Source: an optimization exercise on an open RTL-to-GDS flow (aim: small area, a short achievable clock period and few clock cycles per item). Production flows keep margins and buffers that such runs may drop.
No run shown here included a check of the RTL's function; only the layout flow was run.

==> design.v <==
module geofence (clk, reset, X, Y, valid, is_inside);
input clk;
input reset;
input [9:0] X;
input [9:0] Y;
output valid;
output is_inside;
reg  [2:0] cnt;       
reg  [9:0] px, py;
reg  [9:0] dmx, dmy, rmx, rmy, lmx, lmy;    
reg        dsx, dsy, rsx, rsy, lsx, lsy;    
reg        in_flag;
wire [10:0] ex = {1'b0, X} - {1'b0, px};
wire [10:0] ey = {1'b0, Y} - {1'b0, py};
wire [9:0]  fx = px - X;
wire [9:0]  fy = py - Y;
wire        nx = ex[10], ny = ey[10];
wire        zx = (X == px), zy = (Y == py);
always @(posedge clk) begin
    dmx <= nx ? fx : ex[9:0];
    dmy <= ny ? fy : ey[9:0];
    dsx <= nx | (zx & ny);
    dsy <= ny | (zy & ~nx);
end
wire gt_r = {dmy, dmx} > {rmy, rmx};
wire gt_l = {dmy, dmx} > {lmy, lmx};
wire tie_a = ~rsy ^ ((rsy == dsy) & gt_r);
wire tie_b = ~lsy ^ ((lsy == dsy) & gt_l);
wire pa, ql;
cross_pos u_a (.usx(rsx), .umx(rmx), .usy(rsy), .umy(rmy),
               .wsx(dsx), .wmx(dmx), .wsy(dsy), .wmy(dmy), .tie(tie_a), .pos(pa));
cross_pos u_b (.usx(lsx), .umx(lmx), .usy(lsy), .umy(lmy),
               .wsx(dsx), .wmx(dmx), .wsy(dsy), .wmy(dmy), .tie(tie_b), .pos(ql));
wire pb = ~ql;        
always @(posedge clk or posedge reset) begin
    if (reset) cnt <= 3'd0;
    else       cnt <= cnt + 3'd1;
end
wire first = (cnt == 3'd2);
always @(posedge clk) begin
    if (cnt == 3'd0) begin
        px <= X;
        py <= Y;
    end
    if (first || (!pa && pb)) begin
        rmx <= dmx; rsx <= dsx; rmy <= dmy; rsy <= dsy;
    end
    if (first || (pa && !pb)) begin
        lmx <= dmx; lsx <= dsx; lmy <= dmy; lsy <= dsy;
    end
    if (first)              in_flag <= 1'b0;
    else if (!pa && !pb)    in_flag <= 1'b1;
end
assign valid = (cnt == 3'd7);
assign is_inside = in_flag | (!pa && !pb);
endmodule
module cross_pos (usx, umx, usy, umy, wsx, wmx, wsy, wmy, tie, pos);
input usx, usy, wsx, wsy, tie;
input [9:0] umx, umy, wmx, wmy;
output pos;
wire sa = usx ^ wsy;    
wire sb = usy ^ wsx;    
wire t = tie ^ sa;      
wire ge;                
wire p1;
wire n2;
wire p3;
wire n4;
wire p5;
wire n6;
wire p7;
wire n8;
wire p9;
wire n10;
wire p11;
wire n12;
wire p13;
wire n14;
wire p15;
wire n16;
wire p17;
wire n18;
wire p19;
wire n20;
wire p21;
wire n22;
wire p23;
wire n24;
wire p25;
wire n26;
wire p27;
wire n28;
wire p29;
wire n30;
wire p31;
wire n32;
wire p33;
wire n34;
wire p35;
wire n36;
wire p37;
wire n38;
wire p39;
wire n40;
wire p41;
wire n42;
wire p43;
wire n44;
wire p45;
wire n46;
wire p47;
wire n48;
wire p49;
wire n50;
wire p51;
wire n52;
wire p53;
wire n54;
wire p55;
wire n56;
wire p57;
wire n58;
wire p59;
wire n60;
wire p61;
wire n62;
wire p63;
wire n64;
wire p65;
wire n66;
wire p67;
wire n68;
wire p69;
wire n70;
wire p71;
wire n72;
wire p73;
wire n74;
wire p75;
wire n76;
wire p77;
wire n78;
wire p79;
wire n80;
wire p81;
wire n82;
wire p83;
wire n84;
wire p85;
wire n86;
wire p87;
wire n88;
wire p89;
wire n90;
wire p91;
wire n92;
wire p93;
wire n94;
wire p95;
wire n96;
wire p97;
wire n98;
wire p99;
wire n100;
wire p101;
wire n102;
wire p103;
wire n104;
wire p105;
wire n106;
wire p107;
wire n108;
wire p109;
wire n110;
wire p111;
wire n112;
wire p113;
wire n114;
wire p115;
wire n116;
wire p117;
wire n118;
wire p119;
wire n120;
wire p121;
wire n122;
wire p123;
wire n124;
wire p125;
wire n126;
wire p127;
wire n128;
wire p129;
wire n130;
wire p131;
wire n132;
wire p133;
wire n134;
wire p135;
wire n136;
wire p137;
wire n138;
wire p139;
wire n140;
wire p141;
wire n142;
wire p143;
wire n144;
wire p145;
wire n146;
wire p147;
wire n148;
wire p149;
wire n150;
wire p151;
wire n152;
wire p153;
wire n154;
wire p155;
wire n156;
wire p157;
wire n158;
wire p159;
wire n160;
wire p161;
wire n162;
wire p163;
wire n164;
wire p165;
wire n166;
wire p167;
wire n168;
wire p169;
wire n170;
wire p171;
wire n172;
wire p173;
wire n174;
wire p175;
wire n176;
wire p177;
wire n178;
wire p179;
wire n180;
wire p181;
wire n182;
wire p183;
wire n184;
wire p185;
wire n186;
wire p187;
wire n188;
wire p189;
wire n190;
wire p191;
wire n192;
wire p193;
wire n194;
wire p195;
wire n196;
wire p197;
wire n198;
wire p199;
wire n200;
wire s201;
wire c202;
wire s203;
wire c204;
wire s205;
wire c206;
wire s207;
wire c208;
wire s209;
wire c210;
wire s211;
wire c212;
wire s213;
wire c214;
wire s215;
wire c216;
wire s217;
wire c218;
wire s219;
wire c220;
wire s221;
wire c222;
wire s223;
wire c224;
wire s225;
wire c226;
wire s227;
wire c228;
wire s229;
wire c230;
wire s231;
wire c232;
wire s233;
wire c234;
wire s235;
wire c236;
wire s237;
wire c238;
wire s239;
wire c240;
wire s241;
wire c242;
wire s243;
wire c244;
wire s245;
wire c246;
wire s247;
wire c248;
wire s249;
wire c250;
wire s251;
wire c252;
wire s253;
wire c254;
wire s255;
wire c256;
wire s257;
wire c258;
wire s259;
wire c260;
wire s261;
wire c262;
wire s263;
wire c264;
wire s265;
wire c266;
wire s267;
wire c268;
wire s269;
wire c270;
wire s271;
wire c272;
wire s273;
wire c274;
wire s275;
wire c276;
wire s277;
wire c278;
wire s279;
wire c280;
wire s281;
wire c282;
wire s283;
wire c284;
wire s285;
wire c286;
wire s287;
wire c288;
wire s289;
wire c290;
wire s291;
wire c292;
wire s293;
wire c294;
wire s295;
wire c296;
wire s297;
wire c298;
wire s299;
wire c300;
wire s301;
wire c302;
wire s303;
wire c304;
wire s305;
wire c306;
wire s307;
wire c308;
wire s309;
wire c310;
wire s311;
wire c312;
wire s313;
wire c314;
wire s315;
wire c316;
wire s317;
wire c318;
wire s319;
wire c320;
wire s321;
wire c322;
wire s323;
wire c324;
wire s325;
wire c326;
wire s327;
wire c328;
wire s329;
wire c330;
wire s331;
wire c332;
wire s333;
wire c334;
wire s335;
wire c336;
wire s337;
wire c338;
wire s339;
wire c340;
wire s341;
wire c342;
wire s343;
wire c344;
wire s345;
wire c346;
wire s347;
wire c348;
wire s349;
wire c350;
wire s351;
wire c352;
wire s353;
wire c354;
wire s355;
wire c356;
wire s357;
wire c358;
wire s359;
wire c360;
wire s361;
wire c362;
wire s363;
wire c364;
wire s365;
wire c366;
wire s367;
wire c368;
wire s369;
wire c370;
wire s371;
wire c372;
wire s373;
wire c374;
wire s375;
wire c376;
wire s377;
wire c378;
wire s379;
wire c380;
wire s381;
wire c382;
wire s383;
wire c384;
wire s385;
wire c386;
wire s387;
wire c388;
wire s389;
wire c390;
wire s391;
wire c392;
wire s393;
wire c394;
wire s395;
wire c396;
wire s397;
wire c398;
wire s399;
wire c400;
wire s401;
wire c402;
wire s403;
wire c404;
wire s405;
wire c406;
wire s407;
wire c408;
wire s409;
wire c410;
wire s411;
wire c412;
wire s413;
wire c414;
wire s415;
wire c416;
wire s417;
wire c418;
wire s419;
wire c420;
wire s421;
wire c422;
wire s423;
wire c424;
wire s425;
wire c426;
wire s427;
wire c428;
wire s429;
wire c430;
wire s431;
wire c432;
wire s433;
wire c434;
wire s435;
wire c436;
wire s437;
wire c438;
wire s439;
wire c440;
wire s441;
wire c442;
wire s443;
wire c444;
wire s445;
wire c446;
wire s447;
wire c448;
wire s449;
wire c450;
wire s451;
wire c452;
wire s453;
wire c454;
wire s455;
wire c456;
wire s457;
wire c458;
wire s459;
wire c460;
wire s461;
wire c462;
wire s463;
wire c464;
wire s465;
wire c466;
wire s467;
wire c468;
wire s469;
wire c470;
wire s471;
wire c472;
wire s473;
wire c474;
wire s475;
wire c476;
wire s477;
wire c478;
wire s479;
wire c480;
wire s481;
wire c482;
wire s483;
wire c484;
wire s485;
wire c486;
wire s487;
wire c488;
wire s489;
wire c490;
wire s491;
wire c492;
wire s493;
wire c494;
wire s495;
wire c496;
wire s497;
wire c498;
wire s499;
wire c500;
wire s501;
wire c502;
wire s503;
wire c504;
wire s505;
wire c506;
wire s507;
wire c508;
wire s509;
wire c510;
wire s511;
wire c512;
wire s513;
wire c514;
wire s515;
wire c516;
wire s517;
wire c518;
wire s519;
wire c520;
wire s521;
wire c522;
wire s523;
wire c524;
wire s525;
wire c526;
wire s527;
wire c528;
wire s529;
wire c530;
wire s531;
wire c532;
wire s533;
wire c534;
wire s535;
wire c536;
wire s537;
wire c538;
wire s539;
wire c540;
wire s541;
wire c542;
wire s543;
wire c544;
wire s545;
wire c546;
wire s547;
wire c548;
wire s549;
wire c550;
wire s551;
wire c552;
wire s553;
wire c554;
wire s555;
wire c556;
wire s557;
wire c558;
wire s559;
wire c560;
wire s561;
wire c562;
wire g563;
wire q564;
wire g565;
wire q566;
wire g567;
wire q568;
wire g569;
wire q570;
wire g571;
wire q572;
wire g573;
wire q574;
wire g575;
wire q576;
wire g577;
wire q578;
wire g579;
wire q580;
wire g581;
wire q582;
wire g583;
wire q584;
wire g585;
wire q586;
wire g587;
wire q588;
wire g589;
wire q590;
wire g591;
wire q592;
wire g593;
wire q594;
wire g595;
wire q596;
wire g597;
wire q598;
wire g599;
wire q600;
wire g601;
wire q602;
wire g603;
wire q604;
wire g605;
wire q606;
wire g607;
wire q608;
wire g609;
wire q610;
wire g611;
wire q612;
wire g613;
wire q614;
wire g615;
wire q616;
wire g617;
wire q618;
wire g619;
wire q620;
wire g621;
wire q622;
assign p1 = umx[0] & wmy[0];
assign n2 = ~(umy[0] & wmx[0]);
assign p3 = umx[0] & wmy[1];
assign n4 = ~(umy[0] & wmx[1]);
assign p5 = umx[0] & wmy[2];
assign n6 = ~(umy[0] & wmx[2]);
assign p7 = umx[0] & wmy[3];
assign n8 = ~(umy[0] & wmx[3]);
assign p9 = umx[0] & wmy[4];
assign n10 = ~(umy[0] & wmx[4]);
assign p11 = umx[0] & wmy[5];
assign n12 = ~(umy[0] & wmx[5]);
assign p13 = umx[0] & wmy[6];
assign n14 = ~(umy[0] & wmx[6]);
assign p15 = umx[0] & wmy[7];
assign n16 = ~(umy[0] & wmx[7]);
assign p17 = umx[0] & wmy[8];
assign n18 = ~(umy[0] & wmx[8]);
assign p19 = umx[0] & wmy[9];
assign n20 = ~(umy[0] & wmx[9]);
assign p21 = umx[1] & wmy[0];
assign n22 = ~(umy[1] & wmx[0]);
assign p23 = umx[1] & wmy[1];
assign n24 = ~(umy[1] & wmx[1]);
assign p25 = umx[1] & wmy[2];
assign n26 = ~(umy[1] & wmx[2]);
assign p27 = umx[1] & wmy[3];
assign n28 = ~(umy[1] & wmx[3]);
assign p29 = umx[1] & wmy[4];
assign n30 = ~(umy[1] & wmx[4]);
assign p31 = umx[1] & wmy[5];
assign n32 = ~(umy[1] & wmx[5]);
assign p33 = umx[1] & wmy[6];
assign n34 = ~(umy[1] & wmx[6]);
assign p35 = umx[1] & wmy[7];
assign n36 = ~(umy[1] & wmx[7]);
assign p37 = umx[1] & wmy[8];
assign n38 = ~(umy[1] & wmx[8]);
assign p39 = umx[1] & wmy[9];
assign n40 = ~(umy[1] & wmx[9]);
assign p41 = umx[2] & wmy[0];
assign n42 = ~(umy[2] & wmx[0]);
assign p43 = umx[2] & wmy[1];
assign n44 = ~(umy[2] & wmx[1]);
assign p45 = umx[2] & wmy[2];
assign n46 = ~(umy[2] & wmx[2]);
assign p47 = umx[2] & wmy[3];
assign n48 = ~(umy[2] & wmx[3]);
assign p49 = umx[2] & wmy[4];
assign n50 = ~(umy[2] & wmx[4]);
assign p51 = umx[2] & wmy[5];
assign n52 = ~(umy[2] & wmx[5]);
assign p53 = umx[2] & wmy[6];
assign n54 = ~(umy[2] & wmx[6]);
assign p55 = umx[2] & wmy[7];
assign n56 = ~(umy[2] & wmx[7]);
assign p57 = umx[2] & wmy[8];
assign n58 = ~(umy[2] & wmx[8]);
assign p59 = umx[2] & wmy[9];
assign n60 = ~(umy[2] & wmx[9]);
assign p61 = umx[3] & wmy[0];
assign n62 = ~(umy[3] & wmx[0]);
assign p63 = umx[3] & wmy[1];
assign n64 = ~(umy[3] & wmx[1]);
assign p65 = umx[3] & wmy[2];
assign n66 = ~(umy[3] & wmx[2]);
assign p67 = umx[3] & wmy[3];
assign n68 = ~(umy[3] & wmx[3]);
assign p69 = umx[3] & wmy[4];
assign n70 = ~(umy[3] & wmx[4]);
assign p71 = umx[3] & wmy[5];
assign n72 = ~(umy[3] & wmx[5]);
assign p73 = umx[3] & wmy[6];
assign n74 = ~(umy[3] & wmx[6]);
assign p75 = umx[3] & wmy[7];
assign n76 = ~(umy[3] & wmx[7]);
assign p77 = umx[3] & wmy[8];
assign n78 = ~(umy[3] & wmx[8]);
assign p79 = umx[3] & wmy[9];
assign n80 = ~(umy[3] & wmx[9]);
assign p81 = umx[4] & wmy[0];
assign n82 = ~(umy[4] & wmx[0]);
assign p83 = umx[4] & wmy[1];
assign n84 = ~(umy[4] & wmx[1]);
assign p85 = umx[4] & wmy[2];
assign n86 = ~(umy[4] & wmx[2]);
assign p87 = umx[4] & wmy[3];
assign n88 = ~(umy[4] & wmx[3]);
assign p89 = umx[4] & wmy[4];
assign n90 = ~(umy[4] & wmx[4]);
assign p91 = umx[4] & wmy[5];
assign n92 = ~(umy[4] & wmx[5]);
assign p93 = umx[4] & wmy[6];
assign n94 = ~(umy[4] & wmx[6]);
assign p95 = umx[4] & wmy[7];
assign n96 = ~(umy[4] & wmx[7]);
assign p97 = umx[4] & wmy[8];
assign n98 = ~(umy[4] & wmx[8]);
assign p99 = umx[4] & wmy[9];
assign n100 = ~(umy[4] & wmx[9]);
assign p101 = umx[5] & wmy[0];
assign n102 = ~(umy[5] & wmx[0]);
assign p103 = umx[5] & wmy[1];
assign n104 = ~(umy[5] & wmx[1]);
assign p105 = umx[5] & wmy[2];
assign n106 = ~(umy[5] & wmx[2]);
assign p107 = umx[5] & wmy[3];
assign n108 = ~(umy[5] & wmx[3]);
assign p109 = umx[5] & wmy[4];
assign n110 = ~(umy[5] & wmx[4]);
assign p111 = umx[5] & wmy[5];
assign n112 = ~(umy[5] & wmx[5]);
assign p113 = umx[5] & wmy[6];
assign n114 = ~(umy[5] & wmx[6]);
assign p115 = umx[5] & wmy[7];
assign n116 = ~(umy[5] & wmx[7]);
assign p117 = umx[5] & wmy[8];
assign n118 = ~(umy[5] & wmx[8]);
assign p119 = umx[5] & wmy[9];
assign n120 = ~(umy[5] & wmx[9]);
assign p121 = umx[6] & wmy[0];
assign n122 = ~(umy[6] & wmx[0]);
assign p123 = umx[6] & wmy[1];
assign n124 = ~(umy[6] & wmx[1]);
assign p125 = umx[6] & wmy[2];
assign n126 = ~(umy[6] & wmx[2]);
assign p127 = umx[6] & wmy[3];
assign n128 = ~(umy[6] & wmx[3]);
assign p129 = umx[6] & wmy[4];
assign n130 = ~(umy[6] & wmx[4]);
assign p131 = umx[6] & wmy[5];
assign n132 = ~(umy[6] & wmx[5]);
assign p133 = umx[6] & wmy[6];
assign n134 = ~(umy[6] & wmx[6]);
assign p135 = umx[6] & wmy[7];
assign n136 = ~(umy[6] & wmx[7]);
assign p137 = umx[6] & wmy[8];
assign n138 = ~(umy[6] & wmx[8]);
assign p139 = umx[6] & wmy[9];
assign n140 = ~(umy[6] & wmx[9]);
assign p141 = umx[7] & wmy[0];
assign n142 = ~(umy[7] & wmx[0]);
assign p143 = umx[7] & wmy[1];
assign n144 = ~(umy[7] & wmx[1]);
assign p145 = umx[7] & wmy[2];
assign n146 = ~(umy[7] & wmx[2]);
assign p147 = umx[7] & wmy[3];
assign n148 = ~(umy[7] & wmx[3]);
assign p149 = umx[7] & wmy[4];
assign n150 = ~(umy[7] & wmx[4]);
assign p151 = umx[7] & wmy[5];
assign n152 = ~(umy[7] & wmx[5]);
assign p153 = umx[7] & wmy[6];
assign n154 = ~(umy[7] & wmx[6]);
assign p155 = umx[7] & wmy[7];
assign n156 = ~(umy[7] & wmx[7]);
assign p157 = umx[7] & wmy[8];
assign n158 = ~(umy[7] & wmx[8]);
assign p159 = umx[7] & wmy[9];
assign n160 = ~(umy[7] & wmx[9]);
assign p161 = umx[8] & wmy[0];
assign n162 = ~(umy[8] & wmx[0]);
assign p163 = umx[8] & wmy[1];
assign n164 = ~(umy[8] & wmx[1]);
assign p165 = umx[8] & wmy[2];
assign n166 = ~(umy[8] & wmx[2]);
assign p167 = umx[8] & wmy[3];
assign n168 = ~(umy[8] & wmx[3]);
assign p169 = umx[8] & wmy[4];
assign n170 = ~(umy[8] & wmx[4]);
assign p171 = umx[8] & wmy[5];
assign n172 = ~(umy[8] & wmx[5]);
assign p173 = umx[8] & wmy[6];
assign n174 = ~(umy[8] & wmx[6]);
assign p175 = umx[8] & wmy[7];
assign n176 = ~(umy[8] & wmx[7]);
assign p177 = umx[8] & wmy[8];
assign n178 = ~(umy[8] & wmx[8]);
assign p179 = umx[8] & wmy[9];
assign n180 = ~(umy[8] & wmx[9]);
assign p181 = umx[9] & wmy[0];
assign n182 = ~(umy[9] & wmx[0]);
assign p183 = umx[9] & wmy[1];
assign n184 = ~(umy[9] & wmx[1]);
assign p185 = umx[9] & wmy[2];
assign n186 = ~(umy[9] & wmx[2]);
assign p187 = umx[9] & wmy[3];
assign n188 = ~(umy[9] & wmx[3]);
assign p189 = umx[9] & wmy[4];
assign n190 = ~(umy[9] & wmx[4]);
assign p191 = umx[9] & wmy[5];
assign n192 = ~(umy[9] & wmx[5]);
assign p193 = umx[9] & wmy[6];
assign n194 = ~(umy[9] & wmx[6]);
assign p195 = umx[9] & wmy[7];
assign n196 = ~(umy[9] & wmx[7]);
assign p197 = umx[9] & wmy[8];
assign n198 = ~(umy[9] & wmx[8]);
assign p199 = umx[9] & wmy[9];
assign n200 = ~(umy[9] & wmx[9]);
fa_cell us201 (.a(n2), .b(p1), .c(t), .s(s201), .co(c202));
fa_cell us203 (.a(1'b1), .b(n22), .c(n4), .s(s203), .co(c204));
fa_cell us205 (.a(p21), .b(p3), .c(s203), .s(s205), .co(c206));
fa_cell us207 (.a(1'b1), .b(n24), .c(n42), .s(s207), .co(c208));
fa_cell us209 (.a(n6), .b(p23), .c(p41), .s(s209), .co(c210));
fa_cell us211 (.a(p5), .b(c204), .c(s207), .s(s211), .co(c212));
fa_cell us213 (.a(s209), .b(c206), .c(s211), .s(s213), .co(c214));
fa_cell us215 (.a(1'b1), .b(n26), .c(n44), .s(s215), .co(c216));
fa_cell us217 (.a(n62), .b(n8), .c(p25), .s(s217), .co(c218));
fa_cell us219 (.a(p43), .b(p61), .c(p7), .s(s219), .co(c220));
fa_cell us221 (.a(c208), .b(c210), .c(s215), .s(s221), .co(c222));
fa_cell us223 (.a(s217), .b(s219), .c(c212), .s(s223), .co(c224));
fa_cell us225 (.a(s221), .b(c214), .c(s223), .s(s225), .co(c226));
fa_cell us227 (.a(1'b1), .b(n10), .c(n28), .s(s227), .co(c228));
fa_cell us229 (.a(n46), .b(n64), .c(n82), .s(s229), .co(c230));
fa_cell us231 (.a(p27), .b(p45), .c(p63), .s(s231), .co(c232));
fa_cell us233 (.a(p81), .b(p9), .c(c216), .s(s233), .co(c234));
fa_cell us235 (.a(c218), .b(c220), .c(s227), .s(s235), .co(c236));
fa_cell us237 (.a(s229), .b(s231), .c(c222), .s(s237), .co(c238));
fa_cell us239 (.a(s233), .b(s235), .c(c224), .s(s239), .co(c240));
fa_cell us241 (.a(s237), .b(c226), .c(s239), .s(s241), .co(c242));
fa_cell us243 (.a(1'b1), .b(n102), .c(n12), .s(s243), .co(c244));
fa_cell us245 (.a(n30), .b(n48), .c(n66), .s(s245), .co(c246));
fa_cell us247 (.a(n84), .b(p101), .c(p11), .s(s247), .co(c248));
fa_cell us249 (.a(p29), .b(p47), .c(p65), .s(s249), .co(c250));
fa_cell us251 (.a(p83), .b(c228), .c(c230), .s(s251), .co(c252));
fa_cell us253 (.a(c232), .b(s243), .c(s245), .s(s253), .co(c254));
fa_cell us255 (.a(s247), .b(s249), .c(c234), .s(s255), .co(c256));
fa_cell us257 (.a(c236), .b(s251), .c(s253), .s(s257), .co(c258));
fa_cell us259 (.a(c238), .b(s255), .c(s257), .s(s259), .co(c260));
fa_cell us261 (.a(c240), .b(s259), .c(c242), .s(s261), .co(c262));
fa_cell us263 (.a(1'b1), .b(n104), .c(n122), .s(s263), .co(c264));
fa_cell us265 (.a(n14), .b(n32), .c(n50), .s(s265), .co(c266));
fa_cell us267 (.a(n68), .b(n86), .c(p103), .s(s267), .co(c268));
fa_cell us269 (.a(p121), .b(p13), .c(p31), .s(s269), .co(c270));
fa_cell us271 (.a(p49), .b(p67), .c(p85), .s(s271), .co(c272));
fa_cell us273 (.a(c244), .b(c246), .c(c248), .s(s273), .co(c274));
fa_cell us275 (.a(c250), .b(s263), .c(s265), .s(s275), .co(c276));
fa_cell us277 (.a(s267), .b(s269), .c(s271), .s(s277), .co(c278));
fa_cell us279 (.a(c252), .b(c254), .c(s273), .s(s279), .co(c280));
fa_cell us281 (.a(s275), .b(s277), .c(c256), .s(s281), .co(c282));
fa_cell us283 (.a(c258), .b(s279), .c(s281), .s(s283), .co(c284));
fa_cell us285 (.a(c260), .b(s283), .c(c262), .s(s285), .co(c286));
fa_cell us287 (.a(1'b1), .b(n106), .c(n124), .s(s287), .co(c288));
fa_cell us289 (.a(n142), .b(n16), .c(n34), .s(s289), .co(c290));
fa_cell us291 (.a(n52), .b(n70), .c(n88), .s(s291), .co(c292));
fa_cell us293 (.a(p105), .b(p123), .c(p141), .s(s293), .co(c294));
fa_cell us295 (.a(p15), .b(p33), .c(p51), .s(s295), .co(c296));
fa_cell us297 (.a(p69), .b(p87), .c(c264), .s(s297), .co(c298));
fa_cell us299 (.a(c266), .b(c268), .c(c270), .s(s299), .co(c300));
fa_cell us301 (.a(c272), .b(s287), .c(s289), .s(s301), .co(c302));
fa_cell us303 (.a(s291), .b(s293), .c(s295), .s(s303), .co(c304));
fa_cell us305 (.a(c274), .b(c276), .c(c278), .s(s305), .co(c306));
fa_cell us307 (.a(s297), .b(s299), .c(s301), .s(s307), .co(c308));
fa_cell us309 (.a(s303), .b(c280), .c(s305), .s(s309), .co(c310));
fa_cell us311 (.a(s307), .b(c282), .c(s309), .s(s311), .co(c312));
fa_cell us313 (.a(c284), .b(s311), .c(c286), .s(s313), .co(c314));
fa_cell us315 (.a(1'b1), .b(n108), .c(n126), .s(s315), .co(c316));
fa_cell us317 (.a(n144), .b(n162), .c(n18), .s(s317), .co(c318));
fa_cell us319 (.a(n36), .b(n54), .c(n72), .s(s319), .co(c320));
fa_cell us321 (.a(n90), .b(p107), .c(p125), .s(s321), .co(c322));
fa_cell us323 (.a(p143), .b(p161), .c(p17), .s(s323), .co(c324));
fa_cell us325 (.a(p35), .b(p53), .c(p71), .s(s325), .co(c326));
fa_cell us327 (.a(p89), .b(c288), .c(c290), .s(s327), .co(c328));
fa_cell us329 (.a(c292), .b(c294), .c(c296), .s(s329), .co(c330));
fa_cell us331 (.a(s315), .b(s317), .c(s319), .s(s331), .co(c332));
fa_cell us333 (.a(s321), .b(s323), .c(s325), .s(s333), .co(c334));
fa_cell us335 (.a(c298), .b(c300), .c(c302), .s(s335), .co(c336));
fa_cell us337 (.a(c304), .b(s327), .c(s329), .s(s337), .co(c338));
fa_cell us339 (.a(s331), .b(s333), .c(c306), .s(s339), .co(c340));
fa_cell us341 (.a(c308), .b(s335), .c(s337), .s(s341), .co(c342));
fa_cell us343 (.a(c310), .b(s339), .c(s341), .s(s343), .co(c344));
fa_cell us345 (.a(c312), .b(s343), .c(c314), .s(s345), .co(c346));
fa_cell us347 (.a(1'b1), .b(n110), .c(n128), .s(s347), .co(c348));
fa_cell us349 (.a(n146), .b(n164), .c(n182), .s(s349), .co(c350));
fa_cell us351 (.a(n20), .b(n38), .c(n56), .s(s351), .co(c352));
fa_cell us353 (.a(n74), .b(n92), .c(p109), .s(s353), .co(c354));
fa_cell us355 (.a(p127), .b(p145), .c(p163), .s(s355), .co(c356));
fa_cell us357 (.a(p181), .b(p19), .c(p37), .s(s357), .co(c358));
fa_cell us359 (.a(p55), .b(p73), .c(p91), .s(s359), .co(c360));
fa_cell us361 (.a(c316), .b(c318), .c(c320), .s(s361), .co(c362));
fa_cell us363 (.a(c322), .b(c324), .c(c326), .s(s363), .co(c364));
fa_cell us365 (.a(s347), .b(s349), .c(s351), .s(s365), .co(c366));
fa_cell us367 (.a(s353), .b(s355), .c(s357), .s(s367), .co(c368));
fa_cell us369 (.a(s359), .b(c328), .c(c330), .s(s369), .co(c370));
fa_cell us371 (.a(c332), .b(c334), .c(s361), .s(s371), .co(c372));
fa_cell us373 (.a(s363), .b(s365), .c(s367), .s(s373), .co(c374));
fa_cell us375 (.a(c336), .b(c338), .c(s369), .s(s375), .co(c376));
fa_cell us377 (.a(s371), .b(s373), .c(c340), .s(s377), .co(c378));
fa_cell us379 (.a(c342), .b(s375), .c(s377), .s(s379), .co(c380));
fa_cell us381 (.a(c344), .b(s379), .c(c346), .s(s381), .co(c382));
fa_cell us383 (.a(1'b1), .b(n112), .c(n130), .s(s383), .co(c384));
fa_cell us385 (.a(n148), .b(n166), .c(n184), .s(s385), .co(c386));
fa_cell us387 (.a(n40), .b(n58), .c(n76), .s(s387), .co(c388));
fa_cell us389 (.a(n94), .b(p111), .c(p129), .s(s389), .co(c390));
fa_cell us391 (.a(p147), .b(p165), .c(p183), .s(s391), .co(c392));
fa_cell us393 (.a(p39), .b(p57), .c(p75), .s(s393), .co(c394));
fa_cell us395 (.a(p93), .b(c348), .c(c350), .s(s395), .co(c396));
fa_cell us397 (.a(c352), .b(c354), .c(c356), .s(s397), .co(c398));
fa_cell us399 (.a(c358), .b(c360), .c(s383), .s(s399), .co(c400));
fa_cell us401 (.a(s385), .b(s387), .c(s389), .s(s401), .co(c402));
fa_cell us403 (.a(s391), .b(s393), .c(c362), .s(s403), .co(c404));
fa_cell us405 (.a(c364), .b(c366), .c(c368), .s(s405), .co(c406));
fa_cell us407 (.a(s395), .b(s397), .c(s399), .s(s407), .co(c408));
fa_cell us409 (.a(s401), .b(c370), .c(c372), .s(s409), .co(c410));
fa_cell us411 (.a(s403), .b(c374), .c(s405), .s(s411), .co(c412));
fa_cell us413 (.a(s407), .b(c376), .c(s409), .s(s413), .co(c414));
fa_cell us415 (.a(s411), .b(c378), .c(s413), .s(s415), .co(c416));
fa_cell us417 (.a(c380), .b(s415), .c(c382), .s(s417), .co(c418));
fa_cell us419 (.a(n114), .b(n132), .c(n150), .s(s419), .co(c420));
fa_cell us421 (.a(n168), .b(n186), .c(n60), .s(s421), .co(c422));
fa_cell us423 (.a(n78), .b(n96), .c(p113), .s(s423), .co(c424));
fa_cell us425 (.a(p131), .b(p149), .c(p167), .s(s425), .co(c426));
fa_cell us427 (.a(p185), .b(p59), .c(p77), .s(s427), .co(c428));
fa_cell us429 (.a(p95), .b(c384), .c(c386), .s(s429), .co(c430));
fa_cell us431 (.a(c388), .b(c390), .c(c392), .s(s431), .co(c432));
fa_cell us433 (.a(c394), .b(s419), .c(s421), .s(s433), .co(c434));
fa_cell us435 (.a(s423), .b(s425), .c(s427), .s(s435), .co(c436));
fa_cell us437 (.a(c396), .b(c398), .c(c400), .s(s437), .co(c438));
fa_cell us439 (.a(c402), .b(s429), .c(s431), .s(s439), .co(c440));
fa_cell us441 (.a(s433), .b(s435), .c(c404), .s(s441), .co(c442));
fa_cell us443 (.a(c406), .b(c408), .c(s437), .s(s443), .co(c444));
fa_cell us445 (.a(s439), .b(s441), .c(c410), .s(s445), .co(c446));
fa_cell us447 (.a(c412), .b(s443), .c(c414), .s(s447), .co(c448));
fa_cell us449 (.a(s445), .b(c416), .c(s447), .s(s449), .co(c450));
fa_cell us451 (.a(n116), .b(n134), .c(n152), .s(s451), .co(c452));
fa_cell us453 (.a(n170), .b(n188), .c(n80), .s(s453), .co(c454));
fa_cell us455 (.a(n98), .b(p115), .c(p133), .s(s455), .co(c456));
fa_cell us457 (.a(p151), .b(p169), .c(p187), .s(s457), .co(c458));
fa_cell us459 (.a(p79), .b(p97), .c(c420), .s(s459), .co(c460));
fa_cell us461 (.a(c422), .b(c424), .c(c426), .s(s461), .co(c462));
fa_cell us463 (.a(c428), .b(s451), .c(s453), .s(s463), .co(c464));
fa_cell us465 (.a(s455), .b(s457), .c(c430), .s(s465), .co(c466));
fa_cell us467 (.a(c432), .b(c434), .c(c436), .s(s467), .co(c468));
fa_cell us469 (.a(s459), .b(s461), .c(s463), .s(s469), .co(c470));
fa_cell us471 (.a(c438), .b(c440), .c(s465), .s(s471), .co(c472));
fa_cell us473 (.a(s467), .b(s469), .c(c442), .s(s473), .co(c474));
fa_cell us475 (.a(c444), .b(s471), .c(s473), .s(s475), .co(c476));
fa_cell us477 (.a(c446), .b(s475), .c(c448), .s(s477), .co(c478));
fa_cell us479 (.a(n100), .b(n118), .c(n136), .s(s479), .co(c480));
fa_cell us481 (.a(n154), .b(n172), .c(n190), .s(s481), .co(c482));
fa_cell us483 (.a(p117), .b(p135), .c(p153), .s(s483), .co(c484));
fa_cell us485 (.a(p171), .b(p189), .c(p99), .s(s485), .co(c486));
fa_cell us487 (.a(c452), .b(c454), .c(c456), .s(s487), .co(c488));
fa_cell us489 (.a(c458), .b(s479), .c(s481), .s(s489), .co(c490));
fa_cell us491 (.a(s483), .b(s485), .c(c460), .s(s491), .co(c492));
fa_cell us493 (.a(c462), .b(c464), .c(s487), .s(s493), .co(c494));
fa_cell us495 (.a(s489), .b(c466), .c(c468), .s(s495), .co(c496));
fa_cell us497 (.a(s491), .b(c470), .c(s493), .s(s497), .co(c498));
fa_cell us499 (.a(c472), .b(s495), .c(s497), .s(s499), .co(c500));
fa_cell us501 (.a(c474), .b(s499), .c(c476), .s(s501), .co(c502));
fa_cell us503 (.a(n120), .b(n138), .c(n156), .s(s503), .co(c504));
fa_cell us505 (.a(n174), .b(n192), .c(p119), .s(s505), .co(c506));
fa_cell us507 (.a(p137), .b(p155), .c(p173), .s(s507), .co(c508));
fa_cell us509 (.a(p191), .b(c480), .c(c482), .s(s509), .co(c510));
fa_cell us511 (.a(c484), .b(c486), .c(s503), .s(s511), .co(c512));
fa_cell us513 (.a(s505), .b(s507), .c(c488), .s(s513), .co(c514));
fa_cell us515 (.a(c490), .b(s509), .c(s511), .s(s515), .co(c516));
fa_cell us517 (.a(c492), .b(c494), .c(s513), .s(s517), .co(c518));
fa_cell us519 (.a(s515), .b(c496), .c(c498), .s(s519), .co(c520));
fa_cell us521 (.a(s517), .b(s519), .c(c500), .s(s521), .co(c522));
fa_cell us523 (.a(n140), .b(n158), .c(n176), .s(s523), .co(c524));
fa_cell us525 (.a(n194), .b(p139), .c(p157), .s(s525), .co(c526));
fa_cell us527 (.a(p175), .b(p193), .c(c504), .s(s527), .co(c528));
fa_cell us529 (.a(c506), .b(c508), .c(s523), .s(s529), .co(c530));
fa_cell us531 (.a(s525), .b(c510), .c(c512), .s(s531), .co(c532));
fa_cell us533 (.a(s527), .b(s529), .c(c514), .s(s533), .co(c534));
fa_cell us535 (.a(c516), .b(s531), .c(s533), .s(s535), .co(c536));
fa_cell us537 (.a(c518), .b(s535), .c(c520), .s(s537), .co(c538));
fa_cell us539 (.a(n160), .b(n178), .c(n196), .s(s539), .co(c540));
fa_cell us541 (.a(p159), .b(p177), .c(p195), .s(s541), .co(c542));
fa_cell us543 (.a(c524), .b(c526), .c(s539), .s(s543), .co(c544));
fa_cell us545 (.a(s541), .b(c528), .c(c530), .s(s545), .co(c546));
fa_cell us547 (.a(s543), .b(c532), .c(s545), .s(s547), .co(c548));
fa_cell us549 (.a(c534), .b(s547), .c(c536), .s(s549), .co(c550));
fa_cell us551 (.a(n180), .b(n198), .c(p179), .s(s551), .co(c552));
fa_cell us553 (.a(p197), .b(c540), .c(c542), .s(s553), .co(c554));
fa_cell us555 (.a(s551), .b(c544), .c(s553), .s(s555), .co(c556));
fa_cell us557 (.a(c546), .b(s555), .c(c548), .s(s557), .co(c558));
fa_cell us559 (.a(n200), .b(p199), .c(c552), .s(s559), .co(c560));
fa_cell us561 (.a(c554), .b(s559), .c(c556), .s(s561), .co(c562));
assign g563 = s205 & c202;
assign q564 = s205 | c202;
assign g565 = s449 & c418;
assign q566 = s449 | c418;
assign g567 = c450 & s477;
assign q568 = c450 | s477;
assign g569 = s501 & c478;
assign q570 = s501 | c478;
assign g571 = s521 & c502;
assign q572 = s521 | c502;
assign g573 = s537 & c522;
assign q574 = s537 | c522;
assign g575 = s549 & c538;
assign q576 = s549 | c538;
assign g577 = s557 & c550;
assign q578 = s557 | c550;
assign g579 = s561 & c558;
assign q580 = s561 | c558;
assign g581 = c560 & c562;
assign q582 = c560 | c562;
assign g583 = g563 | (q564 & 1'b0);
assign q584 = q564 & s201;
assign g585 = 1'b0 | (s225 & 1'b0);
assign q586 = s225 & s213;
assign g587 = 1'b0 | (s261 & 1'b0);
assign q588 = s261 & s241;
assign g589 = 1'b0 | (s313 & 1'b0);
assign q590 = s313 & s285;
assign g591 = 1'b0 | (s381 & 1'b0);
assign q592 = s381 & s345;
assign g593 = g565 | (q566 & 1'b0);
assign q594 = q566 & s417;
assign g595 = g569 | (q570 & g567);
assign q596 = q570 & q568;
assign g597 = g573 | (q574 & g571);
assign q598 = q574 & q572;
assign g599 = g577 | (q578 & g575);
assign q600 = q578 & q576;
assign g601 = g581 | (q582 & g579);
assign q602 = q582 & q580;
assign g603 = g585 | (q586 & g583);
assign q604 = q586 & q584;
assign g605 = g589 | (q590 & g587);
assign q606 = q590 & q588;
assign g607 = g593 | (q594 & g591);
assign q608 = q594 & q592;
assign g609 = g597 | (q598 & g595);
assign q610 = q598 & q596;
assign g611 = g601 | (q602 & g599);
assign q612 = q602 & q600;
assign g613 = g605 | (q606 & g603);
assign q614 = q606 & q604;
assign g615 = g609 | (q610 & g607);
assign q616 = q610 & q608;
assign g617 = 1'b0 | (1'b1 & g611);
assign q618 = 1'b1 & q612;
assign g619 = g615 | (q616 & g613);
assign q620 = q616 & q614;
assign g621 = g617 | (q618 & g619);
assign q622 = q618 & q620;
assign ge = ~(g621 ^ 1'b1);
assign pos = (sa ^ sb) ? ~sa : (ge ^ sa);
endmodule
module fa_cell (a, b, c, s, co);
input a, b, c;
output s, co;
assign s = a ^ b ^ c;
assign co = (a & b) | (a & c) | (b & c);
endmodule
==> run.sh <==
#!/bin/bash
# synth_recipe.tcl (not shown) runs the flow's synth.tcl, then flattens the netlist and writes it again
# the make line also repeats each setting of config.mk as NAME=value (left out here)
make -C /OpenROAD-flow-scripts/flow DESIGN_CONFIG=/design/flow/config.mk WORK_HOME=/design/flow/orfs CLKGATE_MAP_FILE= SYNTH_SCRIPT=/design/flow/synth_recipe.tcl finish
==> config.mk <==
export PLATFORM = sky130hd
export DESIGN_NAME = geofence
export DESIGN_NICKNAME = geofence
export VERILOG_FILES = /design/flow/design.v
export SDC_FILE = /design/flow/constraint.sdc
export NUM_CORES = 4
export LEC_CHECK = 0
export CAP_MARGIN = 20
export CORE_MARGIN = 2
export CORE_UTILIZATION = 40
export SLEW_MARGIN = 20
export SYNTH_HIERARCHICAL = 1
==> constraint.sdc <==
create_clock -name core_clock -period 12.0 [get_ports {clk}]
set_input_delay 2.4000 -clock core_clock [delete_from_list [all_inputs] [get_ports {clk}]]
set_output_delay 2.4000 -clock core_clock [all_outputs]
set_load 0.01 [all_outputs]
==> impl_metrics.toml, run 1 <==
[die]
coreArea_sq_um = 37500
die_w_microns = 199
die-area_sq_um = 39500
start_util_pct = 40.5
rows = 71
ios = 24
die_h_microns = 199

[timing]
skew_ns = 0.00996
period_needed_ns = 10.58
whs_ns = 0.476
fin_tns_setup_ns = 0
max_freq_mhz = 94.6
max_slew.worst_pin.slew_ns = 1.01
fin_ws_ns = 1.42
slew_violations = 0
slew_headroom_pct = 32.4
rsz0062_at_grt = "no"
finalSetupViolCount = 0
fin_crit_sh_pct = 88.1
hold_viol = 0

[logic_synthesis]
syn-cell-area_sq_um = 15200
ys_seq_area_share_pct = 16.2
synth_edf_count = 64
synth-seq-cells = 90
synthCells = 1351
synth_cell_types = 59
synth_top_area_cell = "fa_1"
synth_top_area_share_pct = 48.3
yosysWarnings = 7
synthTopCellsByCount = "fa_1, nand2_1, and2_1"
yosys.cell_count.top_type = "fa_1"
synthTopCellsByArea = "fa_1, edfxtp_1, and2_1"
ys.flop_type = "edfxtp_1"
avgSynthCellArea_sq_um = 11.2
postSynth.asyncResetShare_pct = 3.33

[global_route]
grt_pass1_vias = 11125
grt_max_degree = 25
antenna_found_initial = 0
grt_use_total_pct = 20.8
grt_overflow_total = 0
grt_pass1_wl_mm = 62.3

[route]
wl_per_cell_microns = 20.3
drtIter0Drc = 656
detail-route-antenna-nets = 0
post-route-drc-count = 0
vias = 9922
drtPass1Iterations = 5
drt_wl_total_mm = 38.5
viasPerCell = 5.24

[placed_design]
gp_congestion = 0.886
post-place-ws_ns = 1.87
place_inst = 1878
dp_hpwl_mm = 29.0
io_buffer_count = 23

[clock_tree]
cts_tree = "yes"
clk_path_buf_depth = 2
post_cts_buffers = 0
cts_buffers = 9
postCtsResizedCells = 0
clock_latency_ns = 0.36
cts_hold_buf = 0
ctsHtreeMaxLevel = 3
clk_pin_slew_ns = 0.07
cts_root_buffer = "clkbuf_16"
cts_sinks = 90

[outcome]
outcome = "finished clean"

[run]
drv_cap = 0

[critical_path]
crit_type = "flip-flop to output pin"
critPathCaptureType = "output pin"
cp.required_ns = 9.60
critPathArrivalTime_ns = 8.18
r2r_cells = 20
cp_max_fo = 13
cp-start-kind = "flip-flop"

[cells_and_area]
final_cells = 1894
antenna_cells = 0
fillers = 3573
nNetsFinal = 1848
layout-drive-gt1-share_pct = 4.12
syn_to_final_growth_pct = 7.97

[min_path]
whs_path_depth = 1
hp-class = "flip-flop to flip-flop"
## metal layers
layer | track usage (%) | share of wire [%] | vias to the layer above
met5 | 0 | 0 | -
met4 | 3.95 | 1.4 | 0
met3 | 2.68 | 4.8 | 31
met2 | 36.2 | 51 | 297
met1 | 28.0 | 43 | 5221
li1 | - | - | 4373
## logic make-up (layout without fill, tap and decap cells)
group                      after synthesis  after routing  share of synthesized area (%)
AOI/OAI and AO/OA                      124            124                           5.85
buffers and inverters                  138            152                           3.55
DFF                                     90             90                           16.2
and+or+nand+nor                        510            510                           16.9
adders and majority gates              448            448                           55.0
xor gates and xnor gates                20             20                           1.15
muxes                                   19             19                           1.27
other                                    2             20                         0.0495
## cell usage in the layout (no fill, tap or decap), types with 4 or more instances in the layout
cell	instances
fa_1	366
nand2_1	226
and2_1	205
inv_1	91
ha_1	82
edfxtp_1	64
a21oi_1	35
nor2_1	27
dfxtp_1	23
clkdlybuf4s50_1	23
buf_4	22
conb_1	20
a21o_1	19
mux2i_1	17
xor2_1	16
o21ai_0	13
nand4_1	13
clkbuf_16	9
nor2b_1	8
a31oi_1	6
nor3_1	6
nand2b_1	5
a211oi_1	5
o21a_1	5
nor4_1	5
o22ai_1	5
xnor2_1	4
o41ai_2	4
nand3_1	4
## worst max-delay path: stages (launching register included)
cell and delay, ns:
dfxtp_1 0.62, buf_4 0.28, nand2_1 0.09, fa_1 0.54, fa_1 0.43, fa_1 0.41, fa_1 0.44, fa_1 0.43
fa_1 0.39, fa_1 0.39, fa_1 0.40, fa_1 0.39, fa_1 0.39, fa_1 0.50, nand4_1 0.10, o41ai_2 0.41
a211oi_1 0.18, o21ai_1 0.24, mux2i_1 0.41, inv_1 0.08, a21o_1 0.22, clkdlybuf4s50_1 0.48
## modules after synthesis, one instance, submodules excluded
module,flops+latches,times used,cells inside
cross_pos,0,2,251
fa_cell,0,362,1
geofence,90,1,487
## sequential cells by signal, indices dropped and copies added, names as in the netlist, 10 cells and up
| register | flops |
|---|---|
| lmx | 10 |
| rmx | 10 |
| lmy | 10 |
| py | 10 |
| px | 10 |
| dmx | 10 |
| rmy | 10 |
| dmy | 10 |
## final timing paths
path,startpoint,endpoint,slack (ns)
setup / recovery,dmx[1],is_inside,1.42
hold / removal,cnt[0],cnt[0],0.48
setup reg to reg,dmx[1],lmx[3],3.77
hold reg to reg,cnt[0],cnt[0],0.48
max in group asynchronous,reset,cnt[2],9.64
min in group asynchronous,reset,cnt[0],2.23
## cell type report
type	instances	area (sq um)	area share (%)
Multi-Input combinational cell	1141	12300	74.8
Tap cell	511	639	3.90
Sequential cell	90	2460	15.0
Timing Repair Buffer	45	395	2.41
Clock buffer	9	225	1.37
Clock inverter	7	66.3	0.405
Inverter	91	342	2.08
## through the flow
step	utilization (%)	cell area (sq um)
after detailed placement	42.9	16100
after floorplan	-	15200
after global placement	42.9	16100
after CTS	43.7	16400
after global routing	43.7	16400
final	43.7	16400
==> inputs of run 2 (changes only) <==
--- a/config.mk
+++ b/config.mk
@@ -5,8 +5,10 @@
 export SDC_FILE = /design/flow/constraint.sdc
 export NUM_CORES = 4
 export LEC_CHECK = 0
+export ABC_CLOCK_PERIOD_IN_PS = 4000
 export CAP_MARGIN = 20
 export CORE_MARGIN = 2
 export CORE_UTILIZATION = 40
+export SETUP_SLACK_MARGIN = 4
 export SLEW_MARGIN = 20
 export SYNTH_HIERARCHICAL = 1
==> run 2 against run 1 <==
Compared with the run above:
- synthesized area unchanged
- still clean
- first-iteration DRC count decreased by 3.7%
- core utilization increased by 1.6 points
- register-to-register slack gained 0.93 ns
- synthesized cell count unchanged
- wire length is 5.0% higher
- critical endpoint unchanged
==> impl_metrics.toml, run 2 <==
[outcome]
outcome = "finished clean"

[critical_path]
critPathArrivalTime_ns = 6.78
reg2reg_from = "rmy[1]"
crit_type = "flip-flop to output pin"
r2r_cells = 21
cp-start-kind = "flip-flop"
r2r_end = "lmy[6]"
critPathCaptureType = "output pin"
r2r_slack_ns = 4.70
cp.required_ns = 9.60
cp_max_fo = 3

[die]
die-area_sq_um = 39500
die_w_microns = 199
coreArea_sq_um = 37500
ios = 24
die_h_microns = 199
rows = 71
start_util_pct = 40.5

[logic_synthesis]
synthTopCellsByArea = "fa_1, edfxtp_1, and2_1"
ys_seq_area_share_pct = 16.2
synthTopCellsByCount = "fa_1, nand2_1, and2_1"
synth-seq-cells = 90
synth_cell_types = 59
syn-cell-area_sq_um = 15200
synth_edf_count = 64
avgSynthCellArea_sq_um = 11.2
synth_top_area_share_pct = 48.3
synth_compound_area_share_pct = 5.85
synth-xor-area-share_pct = 1.15
synth_top_area_cell = "fa_1"
synth_simple_gate_area_share_pct = 16.9
postSynth.asyncResetShare_pct = 3.33
yosysWarnings = 7
yosys.area_share.adder_pct = 55.0
yosys.cell_count.top_type = "fa_1"
synthMuxAreaShare_pct = 1.27
ys.flop_type = "edfxtp_1"
synth_top_family_by_area = "adder cells"
synthCells = 1351

[clock_tree]
cts_sinks = 90
cts_tree = "yes"
clk_pin_slew_ns = 0.07
cts_hold_buf = 0
clk_path_buf_depth = 2
cts_buffers = 9
cts_root_buffer = "clkbuf_16"
ctsHtreeMaxLevel = 3
clock_latency_ns = 0.34

[cells_and_area]
fillers = 3519
final_cells = 1945
final_cell_mix = "fa_1, nand2_1, and2_1, inv_1, ha_1"
syn_to_final_growth_pct = 12.0
ff_latch_area_sq_um = 2480
multi_input_area_sq_um = 12400
final_common_cell = "fa_1"
nNetsFinal = 1899
layout-drive-gt1-share_pct = 9.97
antenna_cells = 0

[global_route]
grt_overflow_total = 0
antenna_found_initial = 1
grt_pass1_vias = 11579
grt_pass1_wl_mm = 65.3
grt_max_degree = 25
grt_use_total_pct = 22.0

[timing]
slew_headroom_pct = 38.8
max_freq_mhz = 109
hold_viol = 0
skew_ns = 0.00516
fin_tns_setup_ns = 0
whs_ns = 0.478
fin_crit_sh_pct = 76.5
finalSetupViolCount = 0
rsz0062_at_grt = "yes"
max_slew.worst_pin.slew_ns = 0.916
period_needed_ns = 9.18
slew_violations = 0

[min_path]
hold_start = "cnt[0]"
hp-class = "flip-flop to flip-flop"
whs_path_depth = 1
min_to = "cnt[0]"

[route]
detail-route-antenna-nets = 0
wl_per_cell_microns = 20.8
post-route-drc-count = 0
drtPass1Iterations = 7
viasPerCell = 5.33
vias = 10364
drt_wl_total_mm = 40.4
drtIter0Drc = 632

[run]
drv_cap = 0

[placed_design]
place_inst = 1874
dp_hpwl_mm = 29.5
io_buffer_count = 23
gp_congestion = 0.863
-- run 2: cell counts after synthesis --
Identical to the previous run, type by type.
-- run 2: critical path, cell delays in order, from the launching register on --
cell and delay [ns]:
edfxtp_1 0.40, buf_4 0.16, buf_6 0.11, nand2_1 0.07, fa_1 0.44, fa_1 0.50
fa_1 0.58, fa_1 0.45, fa_2 0.35, fa_2 0.35, fa_2 0.38, fa_2 0.38
fa_2 0.34, fa_1 0.49, nand4_1 0.13, o41ai_4 0.30, a211oi_2 0.15, o21ai_2 0.17
mux2i_2 0.27, inv_1 0.06, a21o_1 0.19, buf_2 0.15
-- run 2: Yosys stat by module (local to each module, per instance) --
module     flip-flops and latches  copies in the design  cells  cell area (sq um)
geofence                       90                     1    487               5400
cross_pos                       0                     2    251               1260
fa_cell                         0                   362      1               20.0
-- run 2: cells by family after synthesis --
logic type                 after synthesis
AOI/OAI and AO/OA                      124
xor gates and xnor gates                20
adders and majority gates              448
buffers and inverters                  138
DFF                                     90
muxes                                   19
other                                    2
and+or+nand+nor                        510
-- run 2: final cells by class --
| class | instances | share of cell area [%] |
|---|---|---|
| tap | 511 | 3.76 |
| clock inverter | 6 | 0.419 |
| sequential | 90 | 14.6 |
| clock buffer | 10 | 1.41 |
| inverter | 91 | 2.01 |
| timing repair buffer | 96 | 5.17 |
| multi-input combinational | 1141 | 72.7 |
-- run 2: repair_timing --
item                                    4_1_cts  5_1_grt
setup buffers                                51        2
pin swaps                                    16        1
endpoints found under the setup margin        1        1
cloned                                        2        0
resized for setup                            33        1
-- run 2: stage by stage --
stage / util, % / setup WS [ns] / area (sq um)
floorplan: - / 3.77 / 15400
global placement: 43.0 / 2.37 / 16100
detailed placement: 43.0 / 2.20 / 16100
CTS: 45.3 / 2.79 / 17000
global route: 45.4 / 2.67 / 17000
finish: 45.4 / 2.82 / 17000
-- run 2: worst max-delay path by stage --
stage          slack (ns)  cells past startpoint   start        end
2_1_floorplan        3.77                     20  rmy[2]  is_inside
3_3_place_gp         2.37                     19  dmx[0]  is_inside
6_report             2.82                     21  rmy[1]  is_inside
5_1_grt              2.67                     21  rmy[1]  is_inside
4_1_cts              2.79                     20  rmy[1]  is_inside
3_5_place_dp         2.20                     19  dmx[0]  is_inside
-- run 2: layer usage --
metal	routed length, microns	up-vias	share of wire (%)	GRT usage, %
li1	-	4471	-	-
met1	16800	5481	42	29.3
met2	20300	347	50	37.6
met3	2080	65	5.1	2.64
met4	1190	0	2.9	6.80
met5	0	-	0	0

afterwards: timing with drivers on the ports:
The flow's constraints put no driver on any port. The routed layouts listed below were extracted and timed again, unchanged, in two steps. Step 1 sets driving cells, clkbuf_16 on the clock port and buf_2 on the other inputs (assumed; they add their load-dependent delay and slew). Step 2 adds t to the input delays and takes it off the output delays; t is the mean of the earliest and latest rising clock arrival at the registers after step 1. Input paths then give back, and output paths get back, about the clock's delay inside the block. Slacks: ideal ports / drivers / drivers and shift; pairs: ideal ports / drivers.
run	t, ns	slack for setup (ns)	worst setup path after step 2	clock arrival spread, ns	worst register clock-pin slew, ns
run 1	0.389	1.424 / 1.386 / 1.775	register to output	0.011 / 0.010	0.07 / 0.07
run 2	0.384	2.820 / 2.779 / 3.162	register to output	0.005 / 0.005	0.07 / 0.07
After both steps every run listed still meets setup and hold.
